Source: an optimization exercise on an open RTL-to-GDS flow (aim: small area). Production flows keep margins and buffers that such runs may drop. Function was checked by simulation only, so behaviour that the tests miss may differ from the original. The clock port is modelled as an ideal driver, which makes a skipped or thinned clock tree look cheaper than it is; a real chip needs a root buffer or a tree. Power figures rest on the tool's default switching activity, not on a simulated workload.

==> v22: inputs <==
==> flow/design.v <==
module timer #(
    parameter timerBaseAddr = 0,
    parameter timerbits = 16,
    parameter addrWidth = 32
) (
    input sel,
    enable,
    reset,
    clk,
    write,
    input logic [addrWidth-1:0] addr,
    input logic [timerbits-1:0] wdata,
    output logic [timerbits-1:0] rdata,
    output logic ready,
    slverr
);
  logic [1:0] apb_state;
  logic [timerbits-1:0] current_value;
  logic [timerbits-1:0] max_value_n;   
  wire [timerbits-1:0] max_value = ~max_value_n;
  logic pause;
  logic start;
  logic complete;   
  wire running = start && !complete;   
  wire [addrWidth-1:0] offs = addr - timerBaseAddr;
  wire in_range = (offs[addrWidth-1:2] == 0) && !(offs[1] && offs[0]);
  wire a_goal = offs[0];   
  wire a_curr = offs[1];   
  wire a_stat = !offs[1] && !offs[0];
  wire se = sel && enable;
  wire is_write = apb_state == 2'b10;
  wire is_read = apb_state == 2'b11;
  wire wr_cycle = reset && in_range && is_write && se;
  wire rd_cycle = reset && in_range && is_read && se;
  wire wr_stat = wr_cycle && a_stat;
  wire wr_goal = wr_cycle && a_goal;
  wire equal = current_value == max_value;
  wire goal_keep = reset && !wr_goal;
  wire [timerbits-1:0] goal_next_n = ~(({timerbits{wr_goal}} & wdata) |
                                   ({timerbits{goal_keep}} & max_value));
  wire cnt_keep = reset && !(wr_stat && !wdata[0]);
  wire [timerbits-1:0] carry;
  assign carry[0] = running && !pause;
  genvar i;
  generate
    for (i = 1; i < timerbits; i = i + 1) begin : g_carry
      assign carry[i] = carry[i-1] && current_value[i-1];
    end
  endgenerate
  wire [timerbits-1:0] cnt_next = {timerbits{cnt_keep}} & (current_value ^ carry);
  wire stat_keep = reset && !wr_stat;
  wire pause_next = (wr_stat && wdata[1]) || (stat_keep && pause);
  wire start_next = (wr_stat && wdata[0]) || (stat_keep && start);
  wire complete_next = stat_keep && (complete || (start && equal));
  wire bus_keep = reset && !in_range;
  wire bus_step = reset && in_range;
  logic [1:0] apb_next;
  always_comb begin
    case (apb_state)
      2'b00: apb_next = sel ? 2'b01 : 2'b00;
      2'b01: apb_next = se ? (write ? 2'b10 : 2'b11) : 2'b01;
      default: apb_next = se ? apb_state : 2'b00;
    endcase
    apb_next = ({2{bus_step}} & apb_next) | ({2{bus_keep}} & apb_state);
  end
  wire ready_next = (bus_step && apb_state[1]) || (bus_keep && ready);
  wire slverr_next = (bus_step && is_write && (slverr || (se && a_curr))) ||
                     (bus_keep && slverr);
  wire rd_keep = bus_keep || (bus_step && is_read && !se);
  wire rd_goal = rd_cycle && a_goal;
  wire rd_curr = rd_cycle && a_curr;
  wire rd_stat = rd_cycle && a_stat;
  wire [3:0] status = {complete, running, pause, start};
  wire [timerbits-1:0] rdata_next = ({timerbits{rd_goal}} & max_value) |
                                    ({timerbits{rd_curr}} & current_value) |
                                    ({timerbits{rd_stat}} & {{(timerbits-4){1'b0}}, status}) |
                                    ({timerbits{rd_keep}} & rdata);
  always @(posedge clk) begin
    apb_state <= apb_next;
    current_value <= cnt_next;
    max_value_n <= goal_next_n;
    pause <= pause_next;
    start <= start_next;
    complete <= complete_next;
    rdata <= rdata_next;
    ready <= ready_next;
    slverr <= slverr_next;
  end
endmodule
==> flow/flow/run.sh <==
#!/bin/bash
# Layout flow: the standard flow (standard.sh) with these changes:
#  - synthesis is ORFS's synthesis script without the half-adder extraction
#    step, and with ABC run with each area-oriented script in flow/abc/,
#    keeping the smallest mapping (flow/abc_best.tcl);
#  - the ports are buffered with the smallest buffer (buf_1);
#  - the clock is buffered by flow/cts_hook.tcl (four clock buffers, each
#    driving a nearby group of flip-flops) instead of TritonCTS;
#  - the repair steps may use only small buffers (flow/small_bufs.tcl), and
#    cells whose *_1 size has the area of their *_0 size use the *_1 size
#    (flow/pre_resize.tcl).
# Each tool's full output is in the ORFS logs under orfs/logs/, and make's in
# the *.log files here.
set -euo pipefail
HERE=$(pwd)
FLOWDIR=$HERE/flow

# Synthesis script: ORFS's synth.tcl with ABC run by flow/abc_best.tcl.
sed "s|  log_cmd abc {\*}\$abc_args|  set area_abc_scripts [lsort [glob $FLOWDIR/abc/*.abc]]\n  source $FLOWDIR/abc_best.tcl|" \
  "$FLOW_HOME/scripts/synth.tcl" > "$HERE/area_synth.tcl"
grep -q "abc_best.tcl" "$HERE/area_synth.tcl"
sed "s|source \$::env(SCRIPTS_DIR)/synth.tcl|source $HERE/area_synth.tcl|" \
  "$HERE/synth_recipe.tcl" > "$HERE/area_synth_recipe.tcl"
grep -q "area_synth.tcl" "$HERE/area_synth_recipe.tcl"

# standard.sh with that synthesis script and no adder mapping.
sed -e "s|SYNTH_SCRIPT=[^ ]*|SYNTH_SCRIPT=$HERE/area_synth_recipe.tcl ADDER_MAP_FILE=|" \
  "$HERE/standard.sh" > "$HERE/area_standard.sh"
grep -q "area_synth_recipe.tcl" "$HERE/area_standard.sh"

export BUFFER_PORTS_ARGS="-buffer_cell sky130_fd_sc_hd__buf_1"
export PRE_CTS_TCL="$FLOWDIR/cts_hook.tcl"
export PRE_GLOBAL_PLACE_TCL="$FLOWDIR/small_bufs.tcl"
export PRE_RESIZE_TCL="$FLOWDIR/pre_resize.tcl"
export PRE_GLOBAL_ROUTE_TCL="$FLOWDIR/small_bufs.tcl"

bash "$HERE/area_standard.sh" > "$HERE/flow_make.log" 2>&1
==> flow/flow/abc/b2.abc <==
strash
dch -f
amap
strash
dch -f
amap
topo
==> flow/flow/abc/b4.abc <==
strash
dc2
dch -f
amap
topo
==> flow/flow/abc/d1.abc <==
strash
dch -f
amap
strash
dch -f
amap
strash
dch -f
amap
topo
==> flow/flow/abc/d7.abc <==
strash
dch -f
map -a
strash
dch -f
amap
topo
==> flow/flow/abc/g3.abc <==
strash
dch -f
amap
strash
dch -f
amap
strash
balance; rewrite; refactor; balance; rewrite; rewrite -z; balance; refactor -z; rewrite -z; balance
dch -f
amap
topo
==> flow/flow/abc/g6.abc <==
strash
dch -f
map -a
strash
dch -f
map -a
strash
dch -f
amap
topo
==> flow/flow/abc/g8.abc <==
strash
fraig
balance -l
dch -f
amap
strash
balance -l
dch -f
amap
topo
==> flow/flow/abc_best.tcl <==
# Sourced by the synthesis script in place of its single ABC run: map the
# design with each ABC script in area_abc_scripts and keep the smallest result.
design -save area_pre_abc
set area_best ""
set area_best_val 0
set area_stat [file join $::env(RESULTS_DIR) area_abc_stat.txt]
foreach area_script $area_abc_scripts {
  design -load area_pre_abc
  log_cmd abc {*}[lreplace $abc_args 1 1 $area_script]
  tee -q -o $area_stat stat {*}$lib_args
  set fh [open $area_stat]
  set txt [read $fh]
  close $fh
  if {![regexp {Chip area for module '[^']*': ([0-9.]+)} $txt -> a]} {
    error "no area from stat after $area_script"
  }
  puts "ABC script $area_script: area $a"
  if {$area_best eq "" || $a < $area_best_val} {
    set area_best $area_script
    set area_best_val $a
    design -save area_best_abc
  }
}
design -load area_best_abc
puts "Chosen ABC script $area_best: area $area_best_val"
==> flow/flow/clkbuf.tcl <==
# Manual clock buffering: split the flip-flops on net clk into CLKB_N groups by
# k-means on their placed locations, and drive each group from its own
# CLKB_CELL buffer placed at the group's centre; the buffers' inputs are on clk.
proc manual_clock_buffers {n cell} {
  set db [ord::get_db]; set block [[$db getChip] getBlock]
  set net [$block findNet clk]
  set pts {}
  foreach it [$net getITerms] {
    set loc [[$it getInst] getLocation]
    lappend pts [list [lindex $loc 0] [lindex $loc 1] $it]
  }
  set pts [lsort -integer -index 0 $pts]
  set m [llength $pts]
  # initial centres: evenly spaced in x order
  set cs {}
  for {set g 0} {$g < $n} {incr g} {
    set e [lindex $pts [expr {int(($g + 0.5) * $m / $n)}]]
    lappend cs [list [lindex $e 0] [lindex $e 1]]
  }
  set cap [expr {int(ceil(double($m) / $n))}]
  for {set iter 0} {$iter < 30} {incr iter} {
    # balanced assignment: greedy by distance, each group at most cap sinks
    set pairs {}
    set i 0
    foreach p $pts {
      set g 0
      foreach c $cs {
        set d [expr {abs([lindex $p 0] - [lindex $c 0]) + abs([lindex $p 1] - [lindex $c 1])}]
        lappend pairs [list $d $i $g]
        incr g
      }
      incr i
    }
    set pairs [lsort -integer -index 0 $pairs]
    set asg [lrepeat $m -1]; set cnt [lrepeat $n 0]
    foreach pr $pairs {
      lassign $pr d i g
      if {[lindex $asg $i] >= 0} continue
      if {[lindex $cnt $g] >= $cap} continue
      lset asg $i $g; lset cnt $g [expr {[lindex $cnt $g] + 1}]
    }
    set ncs {}
    for {set g 0} {$g < $n} {incr g} {
      set sx 0; set sy 0; set k 0
      for {set i 0} {$i < $m} {incr i} {
        if {[lindex $asg $i] == $g} { set p [lindex $pts $i]; incr sx [lindex $p 0]; incr sy [lindex $p 1]; incr k }
      }
      if {$k > 0} { lappend ncs [list [expr {$sx / $k}] [expr {$sy / $k}]] } else { lappend ncs [lindex $cs $g] }
    }
    set cs $ncs
  }
  set master [$db findMaster $cell]
  set insts {}
  for {set g 0} {$g < $n} {incr g} {
    set inst [odb::dbInst_create $block $master clkbuf_manual_$g]
    set nn [odb::dbNet_create $block clk_manual_$g]
    $nn setSigType CLOCK
    for {set i 0} {$i < $m} {incr i} {
      if {[lindex $asg $i] == $g} { set it [lindex [lindex $pts $i] 2]; $it disconnect; $it connect $nn }
    }
    [$inst findITerm A] connect $net
    [$inst findITerm X] connect $nn
    $inst setLocation [lindex [lindex $cs $g] 0] [lindex [lindex $cs $g] 1]
    $inst setPlacementStatus PLACED
    $inst setSourceType TIMING
    lappend insts $inst
  }
  return $insts
}

# Clock slew at the flip-flops each buffer drives, from placement parasitics.
proc manual_clock_group_slew {inst} {
  set mx 0
  set nn [[$inst findITerm X] getNet]
  foreach it [$nn getITerms] {
    if {[$it isOutputSignal]} continue
    set p [get_pins [[$it getInst] getName]/[[$it getMTerm] getName]]
    set s [get_property $p slew_max]
    if {$s > $mx} { set mx $s }
  }
  return $mx
}

# Size each clock buffer up, one step at a time, until the clock slew at its
# flip-flops is at most max_slew (ns) by the placement estimate.
proc manual_clock_buffer_sizes {insts sizes max_slew} {
  foreach inst $insts {
    set i 0
    while {1} {
      estimate_parasitics -placement
      set s [manual_clock_group_slew $inst]
      set m [[$inst getMaster] getName]
      puts "clock buffer [$inst getName] $m: [llength [[[$inst findITerm X] getNet] getITerms]] pins, slew [format %.3f $s]"
      set i [lsearch $sizes $m]
      if {$s <= $max_slew || $i < 0 || $i + 1 >= [llength $sizes]} break
      replace_cell [get_cells [$inst getName]] [lindex $sizes [expr {$i + 1}]]
    }
  }
}
==> flow/flow/cts_hook.tcl <==
# PRE_CTS hook: buffer the clock by hand instead of TritonCTS. The clock port
# drives four clock buffers; each drives a nearby group of flip-flops, and is
# sized up if the clock slew at its flip-flops would be high.
source [file join [file dirname [info script]] small_bufs.tcl]
source [file join [file dirname [info script]] clkbuf.tcl]
set_propagated_clock [all_clocks]
set clock_buffers [manual_clock_buffers 4 sky130_fd_sc_hd__clkbuf_8]
manual_clock_buffer_sizes $clock_buffers \
  {sky130_fd_sc_hd__clkbuf_8 sky130_fd_sc_hd__clkbuf_16} 0.110
proc clock_tree_synthesis {args} {
  puts "clock_tree_synthesis skipped: the clock was buffered by cts_hook.tcl"
}
==> flow/flow/pre_resize.tcl <==
# PRE_RESIZE hook, before repair_design: the *_0 sizes of these cells have
# the same area as their *_1 sizes but drive less, so use the *_1 sizes, and
# keep the resizer to small buffers.
source [file join [file dirname [info script]] small_bufs.tcl]
foreach inst [get_cells *] {
  set m [get_property $inst ref_name]
  if {[regexp {^(sky130_fd_sc_hd__(o21ai|and2|or2|a21boi|o311ai))_0$} $m -> base]} {
    replace_cell $inst ${base}_1
  }
}
==> flow/flow/small_bufs.tcl <==
# Hook for the steps that repair slew, capacitance and timing: keep the
# resizer to small buffers, so that an overloaded net gets a small buffer or a
# stronger driver instead of a large buffer.
set_dont_use {sky130_fd_sc_hd__buf_4 sky130_fd_sc_hd__buf_6 sky130_fd_sc_hd__buf_8
  sky130_fd_sc_hd__buf_12 sky130_fd_sc_hd__buf_16 sky130_fd_sc_hd__bufbuf_8
  sky130_fd_sc_hd__bufbuf_16}
==> flow/standard.sh <==
#!/bin/bash
# synth_recipe.tcl (not shown) runs the flow's synth.tcl, then flattens the netlist and writes it again
# the make line also repeats each setting of config.mk as NAME=value (left out here)
make -C /OpenROAD-flow-scripts/flow DESIGN_CONFIG=/design/flow/config.mk WORK_HOME=/design/flow/orfs CLKGATE_MAP_FILE= SYNTH_SCRIPT=/design/flow/synth_recipe.tcl "${@:-finish}"
==> flow/config.mk <==
export PLATFORM = sky130hd
export DESIGN_NAME = timer
export DESIGN_NICKNAME = timer
export VERILOG_FILES = /design/flow/design.v
export SDC_FILE = /design/flow/constraint.sdc
export NUM_CORES = 4
export LEC_CHECK = 0
export CAP_MARGIN = 20
export CORE_MARGIN = 2
export CORE_UTILIZATION = 50
export GPL_TIMING_DRIVEN = 0
export SLEW_MARGIN = 20
==> flow/constraint.sdc <==
create_clock -name core_clock -period 4.0 [get_ports {clk}]
set_input_delay 0.8000 -clock core_clock [delete_from_list [all_inputs] [get_ports {clk}]]
set_output_delay 0.8000 -clock core_clock [all_outputs]
set_load 0.01 [all_outputs]
==> v15 (differences from v22) <==
--- a/flow/design.v
+++ b/flow/design.v
@@ -21,5 +21,4 @@
   logic pause;
-  logic start;
+  logic running;    
   logic complete;   
-  wire running = start && !complete;   
   wire [addrWidth-1:0] offs = addr - timerBaseAddr;
@@ -52,4 +51,4 @@
   wire pause_next = (wr_stat && wdata[1]) || (stat_keep && pause);
-  wire start_next = (wr_stat && wdata[0]) || (stat_keep && start);
-  wire complete_next = stat_keep && (complete || (start && equal));
+  wire running_next = (wr_stat && wdata[0]) || (stat_keep && running && !equal);
+  wire complete_next = stat_keep && (complete || (running && equal));
   wire bus_keep = reset && !in_range;
@@ -72,3 +71,3 @@
   wire rd_stat = rd_cycle && a_stat;
-  wire [3:0] status = {complete, running, pause, start};
+  wire [3:0] status = {complete, running, pause, running | complete};
   wire [timerbits-1:0] rdata_next = ({timerbits{rd_goal}} & max_value) |
@@ -82,3 +81,3 @@
     pause <= pause_next;
-    start <= start_next;
+    running <= running_next;
     complete <= complete_next;
CAP_MARGIN = 10   (was 20)
CORE_UTILIZATION = 70   (was 50)
SLEW_MARGIN = 10   (was 20)
==> notes <==
v22 went through all stages and came out clean. v15 completed without violations.
Between v22 and v15, the lower worst hold slack is in v22 (gap 0.0010 ns).
Die area: v22 is larger than v15 (36%).
Of v22 and v15, v22 has the higher worst setup slack (gap 0.20 ns).
Cell area is about the same in v15 and v22.
Of v15 and v22, v22 has the higher clock power (gap about 3%, measured against v22).
Between v15 and v22, the lower combinational power is in v15 (gap about 1%, measured against v22).
Of v15 and v22, v22 has the higher fmax (gap 5.4%, measured against v22).
==> figures <==
| item | v22 | v15 |
|---|---|---|
| Gpl congestion | 0.840 | 0.835 |
| Tcrit/Tclk final | 86.3% | 91.2% |
| Fraction of met2 tracks used by global routing | 39.7% | 51.6% |
| Final clock skew | 0.00940 ns | 0.00245 ns |
| R2R setup slack | 0.66 ns | 0.77 ns |
| Vias in the first global route | 1854 | 1933 |
| Initial core utilization | 52.4% | 71.6% |
| Number of placed instances, taps included | 368 | 352 |
| Outcome | timing/DRC/antenna clean | timing/DRC/antenna clean |
| Total Die Area | 4760 um^2 | 3510 um^2 |
| Routed via count divided by cell count | 5.61 | 6.05 |
| Clk network pwr share | 28.3% | 27.7% |
| Comb pwr share | 4.7% | 4.6% |
| First-pass GRT wire length | 8520 um | 8470 um |
| Die H | 69.0 um | 59.2 um |
No run of this note takes its clock network from TritonCTS; it comes from the design's own scripts or RTL.

## afterwards: timing with drivers on the ports
No port has a modelled driver above. Below, the same layouts with a new extraction and two added sets of constraints. Step 1: set_driving_cell puts a clkbuf_16 on clk and a buf_2 on each other input, an assumption about the parent block. Step 2 times the ports against the registers' clock, not the clock port: input delays grow and output delays shrink by t, the midpoint of the rising clock arrivals with the driver on. Three values: ideal, step 1, step 2; two values: the first two.
run | t (ns) | setup WS [ns] | worst hold slack (ns) | slew at the worst register clock pin (ns)
v22 | 0.200 | 0.547 / 0.580 / 0.380 | 0.458 / 0.458 / 0.458 | 0.09 / 0.09
v15 | 0.200 | 0.351 / 0.383 / 0.183 | 0.459 / 0.459 / 0.459 | 0.08 / 0.08
After both steps setup and hold are still met in every run listed. For v15, which loses most, drivers alone change the setup slack by +0.032 ns; drivers and shift together by -0.168 ns.
